Background: an optimization exercise with open tools, aiming at small area, a short achievable clock period and few clock cycles. Do not read the settings as production practice. Where RTL was checked, it was by simulation tests only, not by an equivalence proof against the original. Power figures rest on the tool's default switching activity, not on a simulated workload.

==> flow/design.v <==
`timescale 1ns/10ps
module  ATCONV(
	input		clk,
	input		reset,
	output	reg	busy,
	input		ready,
	output reg	[11:0]	iaddr,
	input signed [12:0]	idata,
	output	reg 	cwr,
	output  reg	[11:0]	caddr_wr,
	output  reg [12:0] 	cdata_wr,
	output	reg 	crd,
	output reg	[11:0] 	caddr_rd,
	input 	[12:0] 	cdata_rd,
	output reg 	csel
	);
reg [4:0] s;
reg       par;
reg [5:0] q;
reg [2:0] p;
always @(posedge clk or posedge reset) begin
	if (reset) begin
		busy <= 1'b0;
		s <= 5'd31; par <= 1'b1; q <= 6'd33; p <= 3'd4;
	end else if (!busy) begin
		s <= 5'd31; par <= 1'b1; q <= 6'd33; p <= 3'd4;
		if (ready) busy <= 1'b1;
	end else begin
		if (s == 5'd16 && q == 6'd32 && p == 3'd2) busy <= 1'b0;
		if (p == 3'd5) begin
			p <= 3'd0;
			if (q == 6'd33) begin
				q <= 6'd0; par <= ~par;
				if (par) s <= s + 5'd1;
			end else q <= q + 6'd1;
		end else p <= p + 3'd1;
	end
end
wire        pr   = p[2];
wire        endq = (q == 6'd33);
wire        wrs  = pr & endq & par;            
wire [4:0]  sr   = s + {4'd0, wrs};
wire [2:0]  j    = pr ? {2'b0, p[0]} : p + 3'd2;
wire [6:0]  rowp = {1'b0, sr[3:1], 3'b0} + {6'b0, sr[0]} + {3'b0, j, 1'b0};
wire [6:0]  colp = !pr ? {q, par} : (endq ? {6'd0, ~par} : {q + 6'd1, par});
wire [5:0]  rowc = (rowp < 7'd2) ? 6'd0 : (rowp > 7'd65 ? 6'd63 : rowp[5:0] - 6'd2);
wire [5:0]  colc = (colp < 7'd2) ? 6'd0 : (colp > 7'd65 ? 6'd63 : colp[5:0] - 6'd2);
always @(posedge clk) iaddr <= {rowc, colc};
reg [11:0] D  [0:6];
reg [11:2] Dh [7:13];
reg [10:0] E, Eb;
reg [12:0] Ga;
integer k;
always @(posedge clk) begin
	D[0] <= idata[11:0];
	for (k = 1; k <= 6; k = k + 1) D[k] <= D[k-1];
	Dh[7] <= D[6][11:2];
	for (k = 8; k <= 13; k = k + 1) Dh[k] <= Dh[k-1];
	E <= {3'b0, idata[11:4]} + {1'b0, D[0][11:2]} + {3'b0, D[1][11:4]};
	Ga <= {1'b0, D[6]} - {4'b0, D[5][11:3]} - {4'b0, Dh[7][11:3]} - 13'd12;
	Eb <= {3'b0, Dh[11][11:4]} + {1'b0, Dh[12][11:2]} + {3'b0, Dh[13][11:4]};
end
wire [12:0] V    = Ga - {2'b0, E} - {2'b0, Eb};
wire [12:0] relu = V[12] ? 13'd0 : V;
wire        actA = par ? (q >= 6'd2) : (q <= 6'd31);
wire [4:0]  lsA  = par ? s : s - 5'd1;
wire [5:0]  lgA  = par ? q - 6'd2 : q + 6'd32;
wire        actW = par ? (q >= 6'd3) : (q <= 6'd32);
wire [4:0]  lsW  = par ? s : s - 5'd1;
wire [5:0]  lgW  = par ? q - 6'd3 : q + 6'd31;
wire        validW = actW & ~lsW[4];
wire        firstW = ~lsW[0];
reg [11:0] accA, accB;
reg [12:0] heldA;
wire [2:0] pc = (p == 3'd0) ? 3'd5 : p - 3'd1;    
wire [11:0] rd = cdata_rd[11:0];
always @(posedge clk) begin
	case (pc)
		3'd1: heldA <= cdata_rd;
		3'd2: accA <= rd;
		3'd3: if (rd > accA) accA <= rd;
		3'd4: accB <= rd;
		3'd5: if (rd > accB) accB <= rd;
		default: ;
	endcase
end
function [12:0] rnd16(input [11:0] m);
	rnd16 = {{1'b0, m[11:4]} + {8'b0, |m[3:0]}, 4'b0};
endfunction
wire [12:0] rA = rnd16(accA);
wire [12:0] rB = rnd16(accB);
wire [12:0] VA = (!firstW && heldA > rA) ? heldA : rA;
wire [12:0] VB = (!firstW && cdata_rd > rB) ? cdata_rd : rB;
always @(posedge clk) begin
	crd <= 1'b1;
	if (p == 3'd0) begin
		cwr <= busy & validW; csel <= 1'b1;
		caddr_wr <= {2'b0, lsW[3:1], lgW[0], 1'b0, lgW[5:1]};
		caddr_rd <= {2'b0, lsW[3:1], lgW[0], 1'b1, lgW[5:1]};
		cdata_wr <= VA;
	end else if (p == 3'd1) begin
		cwr <= busy & validW; csel <= 1'b1;
		caddr_wr <= {2'b0, lsW[3:1], lgW[0], 1'b1, lgW[5:1]};
		caddr_rd <= {2'b0, lsA[3:1], lgA[0], 1'b0, lgA[5:1]};
		cdata_wr <= VB;
	end else begin
		cwr <= busy & ~s[4] & (q >= 6'd2); csel <= 1'b0;
		caddr_wr <= {s[3:1], p[1:0] - 2'd2, s[0], q[4:0] - 5'd2, par};
		caddr_rd <= {lsA[3:1], lgA[0], p[2], lsA[0], lgA[5:1], p[0]};
		cdata_wr <= relu;
	end
end
endmodule
Settings: LEC_CHECK=0, CAP_MARGIN=20, CORE_MARGIN=2, CORE_UTILIZATION=40, SLEW_MARGIN=20; clock period 6.5 ns.
run.sh (not shown) runs the stock make flow with config.mk's settings and CLKGATE_MAP_FILE= SYNTH_SCRIPT=/design/flow/synth_recipe.tcl, a recipe that flattens the netlist after the stock synthesis.
Next try:
--- a/flow/design.v
+++ b/flow/design.v
@@ -45,55 +45,54 @@
 wire [6:0]  colp = !pr ? {q, par} : (endq ? {6'd0, ~par} : {q + 6'd1, par});
 wire [5:0]  rowc = (rowp < 7'd2) ? 6'd0 : (rowp > 7'd65 ? 6'd63 : rowp[5:0] - 6'd2);
 wire [5:0]  colc = (colp < 7'd2) ? 6'd0 : (colp > 7'd65 ? 6'd63 : colp[5:0] - 6'd2);
 always @(posedge clk) iaddr <= {rowc, colc};
 reg [11:0] D  [0:6];
 reg [11:2] Dh [7:13];
-reg [10:0] E, Eb;
-reg [12:0] Ga;
+reg [10:0] E;
+reg [12:0] Q;
 integer k;
 always @(posedge clk) begin
 	D[0] <= idata[11:0];
 	for (k = 1; k <= 6; k = k + 1) D[k] <= D[k-1];
 	Dh[7] <= D[6][11:2];
 	for (k = 8; k <= 13; k = k + 1) Dh[k] <= Dh[k-1];
 	E <= {3'b0, idata[11:4]} + {1'b0, D[0][11:2]} + {3'b0, D[1][11:4]};
-	Ga <= {1'b0, D[6]} - {4'b0, D[5][11:3]} - {4'b0, Dh[7][11:3]} - 13'd12;
-	Eb <= {3'b0, Dh[11][11:4]} + {1'b0, Dh[12][11:2]} + {3'b0, Dh[13][11:4]};
+	Q <= {1'b0, D[6]} - {4'b0, D[5][11:3]} - {4'b0, Dh[7][11:3]}
+	   - {5'b0, Dh[11][11:4]} - {3'b0, Dh[12][11:2]} - {5'b0, Dh[13][11:4]} - 13'd12;
 end
-wire [12:0] V    = Ga - {2'b0, E} - {2'b0, Eb};
+wire [12:0] V    = Q - {2'b0, E};
 wire [12:0] relu = V[12] ? 13'd0 : V;
 wire        actA = par ? (q >= 6'd2) : (q <= 6'd31);
 wire [4:0]  lsA  = par ? s : s - 5'd1;
 wire [5:0]  lgA  = par ? q - 6'd2 : q + 6'd32;
 wire        actW = par ? (q >= 6'd3) : (q <= 6'd32);
 wire [4:0]  lsW  = par ? s : s - 5'd1;
 wire [5:0]  lgW  = par ? q - 6'd3 : q + 6'd31;
 wire        validW = actW & ~lsW[4];
 wire        firstW = ~lsW[0];
-reg [11:0] accA, accB;
-reg [12:0] heldA;
+reg [11:0] accA, accB, heldA;
 wire [2:0] pc = (p == 3'd0) ? 3'd5 : p - 3'd1;    
 wire [11:0] rd = cdata_rd[11:0];
 always @(posedge clk) begin
 	case (pc)
-		3'd1: heldA <= cdata_rd;
+		3'd1: heldA <= rd;
 		3'd2: accA <= rd;
 		3'd3: if (rd > accA) accA <= rd;
 		3'd4: accB <= rd;
 		3'd5: if (rd > accB) accB <= rd;
 		default: ;
 	endcase
 end
 function [12:0] rnd16(input [11:0] m);
 	rnd16 = {{1'b0, m[11:4]} + {8'b0, |m[3:0]}, 4'b0};
 endfunction
-wire [12:0] rA = rnd16(accA);
-wire [12:0] rB = rnd16(accB);
-wire [12:0] VA = (!firstW && heldA > rA) ? heldA : rA;
-wire [12:0] VB = (!firstW && cdata_rd > rB) ? cdata_rd : rB;
+wire [11:0] mA = (heldA > accA) ? heldA : accA;
+wire [11:0] mB = (rd > accB) ? rd : accB;
+wire [12:0] VA = firstW ? {1'b0, accA} : rnd16(mA);
+wire [12:0] VB = firstW ? {1'b0, accB} : rnd16(mB);
 always @(posedge clk) begin
 	crd <= 1'b1;
 	if (p == 3'd0) begin
 		cwr <= busy & validW; csel <= 1'b1;
 		caddr_wr <= {2'b0, lsW[3:1], lgW[0], 1'b0, lgW[5:1]};
 		caddr_rd <= {2'b0, lsW[3:1], lgW[0], 1'b1, lgW[5:1]};
The new run passed the timing, design-rule and antenna checks.
Combinational power grows by a few percent.
Power grows slightly.
Core utilization stays flat.
Design area grows slightly.
Setup slack degrades by 0.38 ns.
Testbench counts after the change, summed over its fixed seeds: cycles 107,632.
The RTL of the first run of this note was laid out without a check of its function.

==> afterwards: timing with drivers on the ports <==
The results above use ideal ports. As a check the final layouts listed here were re-extracted and re-timed, cells and wires unchanged. Step 1: set_driving_cell puts a clkbuf_16 on clk and a buf_2 on each other input, an assumption about the parent block. Step 2 also shifts input and output timing later by t, the mid clock arrival at the registers, as if the neighbouring blocks saw the same clock. Slacks: ideal ports / drivers / drivers and shift; pairs: ideal ports / drivers.
run	shift t [ns]	setup WS [ns]	worst slew at a driven data input, ns
the first run	0.609	2.427 / 2.427 / 2.214	0.04
the second run	0.611	2.046 / 2.056 / 1.459	0.04
After both steps every run listed still meets setup and hold. For the second run, which loses most, drivers alone change the setup slack by +0.010 ns; drivers and shift together by -0.587 ns.
